Background: an optimization exercise with open tools, aiming at small area, a short achievable clock period and few clock cycles per item. Do not read the settings as production practice.
Power is estimated from default activity; no workload was simulated.

the previous run:
Design custom_master_slave, start of the top module:
module custom_master_slave #(
	parameter MASTER_ADDRESSWIDTH = 28,
	parameter DATAWIDTH = 32
)
(
	input  logic clk,
	input  logic reset_n,
	input  logic [2:0] filter_sel,
	output logic [MASTER_ADDRESSWIDTH-1:0] master_address,
	output logic [DATAWIDTH-1:0] master_writedata,
	output logic master_write,
	output logic master_read,
	input  logic [DATAWIDTH-1:0] master_readdata,
	input  logic master_readdatavalid,
	input  logic master_waitrequest
);
Size in the first run: ~3600 cells after synthesis, ~800 flip-flops, ~100 I/O pins.
make LEC_CHECK=0 ABC_CLOCK_PERIOD_IN_PS=3000 CAP_MARGIN=20 CORE_MARGIN=2 CORE_UTILIZATION=40 PLACE_DENSITY=0.6 SETUP_SLACK_MARGIN=5 SLEW_MARGIN=20 finish   # period 8.0 ns
run.sh (not shown) runs the stock make flow with config.mk's settings and CLKGATE_MAP_FILE= SYNTH_SCRIPT=/design/flow/synth_recipe.tcl, a recipe that flattens the netlist after the stock synthesis.
The previous run completed every stage of the flow, and the final layout passed the timing, DRC and antenna checks.
The following lists how the current run was set up differently from the previous run:
Settings: CTS_BUF_LIST: unset -> sky130_fd_sc_hd__clkbuf_4 sky130_fd_sc_hd__clkbuf_8; CTS_CLUSTER_SIZE: unset -> 30.
### Flow results
Power (higher): the previous run
In the metrics for the current run and the previous run, the one carrying the lower setup slack is the current run.
The current run -> the previous run: pin count of the biggest net entering global routing flat
The current run vs the previous run: final area down slightly
Looking at fmax across both flows, the current run is the weaker of the two, with the previous run ahead.
Compared with the previous run, the detailed router inserted more vias in the current run.
Area used by sequential logic in the layout: the current run vs the previous run — no meaningful difference
Note that the number of gates resized after CTS recorded for the previous run amounts to 0.69 times the value seen in the current run.
No functional check of the RTL was part of any run of this note.

* * *

## branch indigo
custom_master_slave, a different RTL version from the one above (not shown whole).
For scale: ~3400 cells after synthesis, roughly 660 flip-flops, about 100 I/O pins.
Settings: LEC_CHECK=0, ABC_CLOCK_PERIOD_IN_PS=3000, CAP_MARGIN=20, CORE_MARGIN=2, CORE_UTILIZATION=40, PLACE_DENSITY=0.6, SETUP_SLACK_MARGIN=5, SLEW_MARGIN=20; clock period 8.0 ns.
For branch quartz, these inputs were changed with respect to branch indigo:
diff --git a/flow/config.mk b/flow/config.mk
--- a/flow/config.mk
+++ b/flow/config.mk
@@ -6,9 +6,9 @@
 export NUM_CORES = 4
 export LEC_CHECK = 0
-export ABC_CLOCK_PERIOD_IN_PS = 3000
+export ABC_CLOCK_PERIOD_IN_PS = 3500
 export CAP_MARGIN = 20
 export CORE_MARGIN = 2
 export CORE_UTILIZATION = 40
 export PLACE_DENSITY = 0.6
-export SETUP_SLACK_MARGIN = 5
+export SETUP_SLACK_MARGIN = 4
 export SLEW_MARGIN = 20
Number of combinational gates with multiple inputs of branch indigo is on par with branch quartz. branch indigo has a higher total of cells resized after clock tree synthesis than branch quartz. branch quartz does better than branch indigo on power consumption. branch quartz ended with less worst-case reg-to-reg path depth than branch indigo. branch indigo → branch quartz: critical path depth shows a reduction of 5, leakage power figure shows a reduction of 9.0%, clock group share of total power shows an increase of 1.9 points.
No functional check of the RTL was part of any run of this note.

* * *

Setup of lane 1:
The RTL this note starts from:
==> flow/design.v <==
module lt8 (
	input  wire [7:0] a,
	input  wire [7:0] b,
	output wire       lt
);
	wire [7:0] g = ~a & b;           
	wire [7:0] n = ~a | b;           
	wire [8:0] c;
	assign c[0] = 1'b0;
	genvar i;
	generate
	for (i = 0; i < 8; i++) begin : ch
		assign c[i+1] = g[i] | (n[i] & c[i]);
	end
	endgenerate
	assign lt = c[8];
endmodule
module custom_master_slave #(
	parameter MASTER_ADDRESSWIDTH = 28,
	parameter DATAWIDTH = 32
)
(
	input  logic clk,
	input  logic reset_n,
	input  logic [2:0] filter_sel,
	output logic [MASTER_ADDRESSWIDTH-1:0] master_address,
	output logic [DATAWIDTH-1:0] master_writedata,
	output logic master_write,
	output logic master_read,
	input  logic [DATAWIDTH-1:0] master_readdata,
	input  logic master_readdatavalid,
	input  logic master_waitrequest
);
localparam int D = 4;                  
localparam int PW = 2;                 
localparam logic [19:0] IN_BASE  = 20'd307200;    
localparam logic [19:0] W_EDGE0  = 20'd641;       
logic running, inv, edge_m;
logic [19:0] maddr;                    
logic [23:0] wdata;
assign master_address   = {1'b1, 5'b00000, maddr, 2'b00};
assign master_writedata = {8'h00, wdata};
logic [19:0] raddr;
logic [1:0]  rj;                       
logic [9:0]  rc;                       
logic [8:0]  rr;                       
logic        rdone;
logic [PW:0] cnt;                      
logic [19:0] waddr;
logic        wj;
logic [9:0]  wc;
logic [1:0]  aj;
logic [9:0]  ac;
logic [23:0] dl [0:10];                
logic        v0, v1;
logic [23:0] fmem [0:D-1];
logic [PW-1:0] fwp, frp;
logic [PW:0] fcnt;
logic go, want_w, r_prod, r_last, rd_ok, do_w, do_r;
assign go     = !(master_read || master_write) || !master_waitrequest;
assign want_w = (fcnt != '0);
assign r_prod = inv || (rj[1] && (rc[9:1] != 9'd0));
assign r_last = (rc == 10'd639) && (inv ? (rr == 9'd479) : (rr == 9'd238 && rj == 2'd3));
assign rd_ok  = running && !rdone && (!r_prod || cnt < D);
assign do_w   = go && want_w;
assign do_r   = go && !want_w && rd_ok;
logic [19:0] rinc, winc;
always_comb begin
	if (inv)               rinc = 20'd1;
	else if (rj != 2'd3)   rinc = 20'd640;
	else if (rc != 10'd639) rinc = -20'd1919;
	else                   rinc = -20'd1279;
	if (inv)               winc = 20'd1;
	else if (!wj)          winc = 20'd640;
	else if (wc != 10'd638) winc = -20'd639;
	else                   winc = 20'd3;
end
always_ff @(posedge clk) begin
	if (!reset_n) begin
		running <= 1'b0;
		inv     <= 1'b0;
		edge_m  <= 1'b0;
		master_read  <= 1'b0;
		master_write <= 1'b0;
		raddr <= IN_BASE;
		waddr <= W_EDGE0;
		rj <= 2'd0; rc <= 10'd0; rr <= 9'd0;
		rdone <= 1'b0;
		cnt <= '0;
		wj <= 1'b0; wc <= 10'd1;
		frp <= '0;
	end else begin
		if (!running) begin
			if (filter_sel != 3'b000) begin
				running <= 1'b1;
				edge_m  <= filter_sel[0];
				inv     <= !filter_sel[0] && !filter_sel[2];
				if (!filter_sel[0] && !filter_sel[2]) waddr <= 20'd0;
			end
		end
		if (go) begin
			master_write <= want_w;
			master_read  <= !want_w && rd_ok;
		end
		if (do_w) begin
			maddr <= waddr;
			wdata <= fmem[frp];
			frp   <= (frp == PW'(D-1)) ? '0 : frp + 1'b1;
			waddr <= waddr + winc;
			wj    <= !wj;
			if (wj) wc <= (wc == 10'd638) ? 10'd1 : wc + 10'd1;
		end
		if (do_r) begin
			maddr <= raddr;
			raddr <= raddr + rinc;
			if (inv) begin
				if (rc == 10'd639) begin rc <= 10'd0; rr <= rr + 9'd1; end
				else rc <= rc + 10'd1;
			end else begin
				rj <= rj + 2'd1;
				if (rj == 2'd3) begin
					if (rc == 10'd639) begin rc <= 10'd0; rr <= rr + 9'd1; end
					else rc <= rc + 10'd1;
				end
			end
			if (r_last) rdone <= 1'b1;
		end
		cnt <= cnt + (PW+1)'(do_r && r_prod) - (PW+1)'(do_w);
	end
end
always_ff @(posedge clk) begin
	if (!reset_n) begin
		aj <= 2'd0; ac <= 10'd0;
		v0 <= 1'b0; v1 <= 1'b0;
	end else begin
		v0 <= master_readdatavalid && (inv || (aj[1] && (ac[9:1] != 9'd0)));
		v1 <= v0;
		if (master_readdatavalid) begin
			aj <= aj + 2'd1;
			if (aj == 2'd3) ac <= (ac == 10'd639) ? 10'd0 : ac + 10'd1;
		end
	end
end
always_ff @(posedge clk) begin
	if (master_readdatavalid) begin
		dl[0] <= master_readdata[31:8];
		for (int i = 1; i < 11; i++) dl[i] <= dl[i-1];
	end
end
logic [7:0]  cq [0:2];
logic [7:0]  mnq [0:2];
logic [7:0]  mxq [0:2];
logic [10:0] tq [0:2];
genvar L;
generate
for (L = 0; L < 3; L++) begin : lane
	wire [7:0] n0 = dl[10][8*L+7:8*L];
	wire [7:0] n1 = dl[6][8*L+7:8*L];
	wire [7:0] n2 = dl[2][8*L+7:8*L];
	wire [7:0] n3 = dl[9][8*L+7:8*L];
	wire [7:0] n4 = dl[1][8*L+7:8*L];
	wire [7:0] n5 = dl[8][8*L+7:8*L];
	wire [7:0] n6 = dl[4][8*L+7:8*L];
	wire [7:0] n7 = dl[0][8*L+7:8*L];
	wire [7:0] c  = dl[5][8*L+7:8*L];
	wire c01, c23, c45, c67, l03, l47, h03, h47, cmn, cmx;
	lt8 u01 (.a(n0), .b(n1), .lt(c01));
	lt8 u23 (.a(n2), .b(n3), .lt(c23));
	lt8 u45 (.a(n4), .b(n5), .lt(c45));
	lt8 u67 (.a(n6), .b(n7), .lt(c67));
	wire [7:0] lo01 = c01 ? n0 : n1;
	wire [7:0] hi01 = c01 ? n1 : n0;
	wire [7:0] lo23 = c23 ? n2 : n3;
	wire [7:0] hi23 = c23 ? n3 : n2;
	wire [7:0] lo45 = c45 ? n4 : n5;
	wire [7:0] hi45 = c45 ? n5 : n4;
	wire [7:0] lo67 = c67 ? n6 : n7;
	wire [7:0] hi67 = c67 ? n7 : n6;
	lt8 ul03 (.a(lo01), .b(lo23), .lt(l03));
	lt8 ul47 (.a(lo45), .b(lo67), .lt(l47));
	lt8 uh03 (.a(hi23), .b(hi01), .lt(h03));
	lt8 uh47 (.a(hi67), .b(hi45), .lt(h47));
	wire [7:0] lo03 = l03 ? lo01 : lo23;
	wire [7:0] lo47 = l47 ? lo45 : lo67;
	wire [7:0] hi03 = h03 ? hi01 : hi23;
	wire [7:0] hi47 = h47 ? hi45 : hi67;
	lt8 umn (.a(lo03), .b(lo47), .lt(cmn));
	lt8 umx (.a(hi47), .b(hi03), .lt(cmx));
	wire [7:0] mn = cmn ? lo03 : lo47;
	wire [7:0] mx = cmx ? hi03 : hi47;
	wire [10:0] t = {1'b0, c, 2'b00} - {3'b000, n1} - {3'b000, n6} - {3'b000, n3} - {3'b000, n4};
	always_ff @(posedge clk) begin
		cq[L]  <= inv ? dl[0][8*L+7:8*L] : c;
		mnq[L] <= mn;
		mxq[L] <= mx;
		tq[L]  <= t;
	end
end
endgenerate
logic [23:0] res, e_w, s_w, i_w;
generate
for (L = 0; L < 3; L++) begin : fin
	assign e_w[8*L+7:8*L] = tq[L][10] ? 8'h00 : (tq[L][9] || tq[L][8]) ? 8'hFF : tq[L][7:0];
	wire sgt, slt;
	lt8 usg (.a(mxq[L]), .b(cq[L]), .lt(sgt));
	lt8 usl (.a(cq[L]), .b(mnq[L]), .lt(slt));
	assign s_w[23-8*L:16-8*L] = sgt ? mxq[L] : slt ? mnq[L] : cq[L];
	assign i_w[23-8*L:16-8*L] = ~cq[L];
end
endgenerate
assign res = inv ? i_w : edge_m ? e_w : s_w;
always_ff @(posedge clk) begin
	if (v1) fmem[fwp] <= res;
end
always_ff @(posedge clk) begin
	if (!reset_n) begin
		fwp  <= '0;
		fcnt <= '0;
	end else begin
		if (v1) fwp <= (fwp == PW'(D-1)) ? '0 : fwp + 1'b1;
		fcnt <= fcnt + (PW+1)'(v1) - (PW+1)'(do_w);
	end
end
endmodule
clock: 8.0 ns
lec_check: 0
abc_clock_period_in_ps: 3000
cap_margin: 20
core_margin: 2
core_utilization: 40
place_density: 0.6
setup_slack_margin: 4.5
slew_margin: 20
Relative to lane 1, the following input files were edited for lane 2:
- SETUP_SLACK_MARGIN changed from 4.5 to 3.5
- ABC_CLOCK_PERIOD_IN_PS changed from 3000 to 4000
Each of the runs, namely lane 2 and lane 1, reached the end of the flow and came out clean.
Diff lane 2 and lane 1: final design utilization lower in lane 2
Lane 2 leaves more setup margin than lane 1.
Lower largest clock skew in the final design among lane 2 and lane 1: lane 1
Run comparison: lane 1 slowest stage cell on the critical path or3_4; lane 2 slowest stage cell on the critical path edfxtp_1
NOTE: sequential power share in lane 2 exceeds that of lane 1
Compared with lane 1, lane 2 shows a fraction of standard cell area that is sequential that is 2.3 points higher.
No functional check of the RTL was part of any run of this note.

==> what the ideal ports hide <==
The flow's constraints put no driver on any port. The routed layouts listed below were extracted and timed again, unchanged, in two steps. Step 1 sets driving cells, clkbuf_16 on the clock port and buf_2 on the other inputs (assumed; they add their load-dependent delay and slew). Step 2 adds t to the input delays and takes it off the output delays; t is the mean of the earliest and latest rising clock arrival at the registers after step 1. Input paths then give back, and output paths get back, about the clock's delay inside the block. Slacks: ideal / step 1 / step 2; pairs: ideal / step 1.
run | t (ns) | setup WS [ns] | slew at the worst register clock pin (ns) | worst data-port slew with drivers (ns) | cell pins on the clock port's net
the previous run | 0.734 | 4.909 / 4.839 / 4.382 | 0.07 / 0.07 | 0.12 | 1
the current run | 0.853 | 4.797 / 4.728 / 4.256 | 0.08 / 0.08 | 0.10 | 1
branch indigo | 0.696 | 4.812 / 4.812 / 4.398 | 0.06 / 0.06 | 0.05 | 1
branch quartz | 0.697 | 4.267 / 4.282 / 3.605 | 0.07 / 0.07 | 0.05 | 1
lane 1 | 0.695 | 3.076 / 3.076 / 3.076 | 0.07 / 0.07 | 0.05 | 1
lane 2 | 0.686 | 3.101 / 3.101 / 3.101 | 0.07 / 0.07 | 0.05 | 1
After both steps every run listed still meets setup and hold. For branch quartz, which loses most, drivers alone change the setup slack by +0.015 ns; drivers and shift together by -0.662 ns.
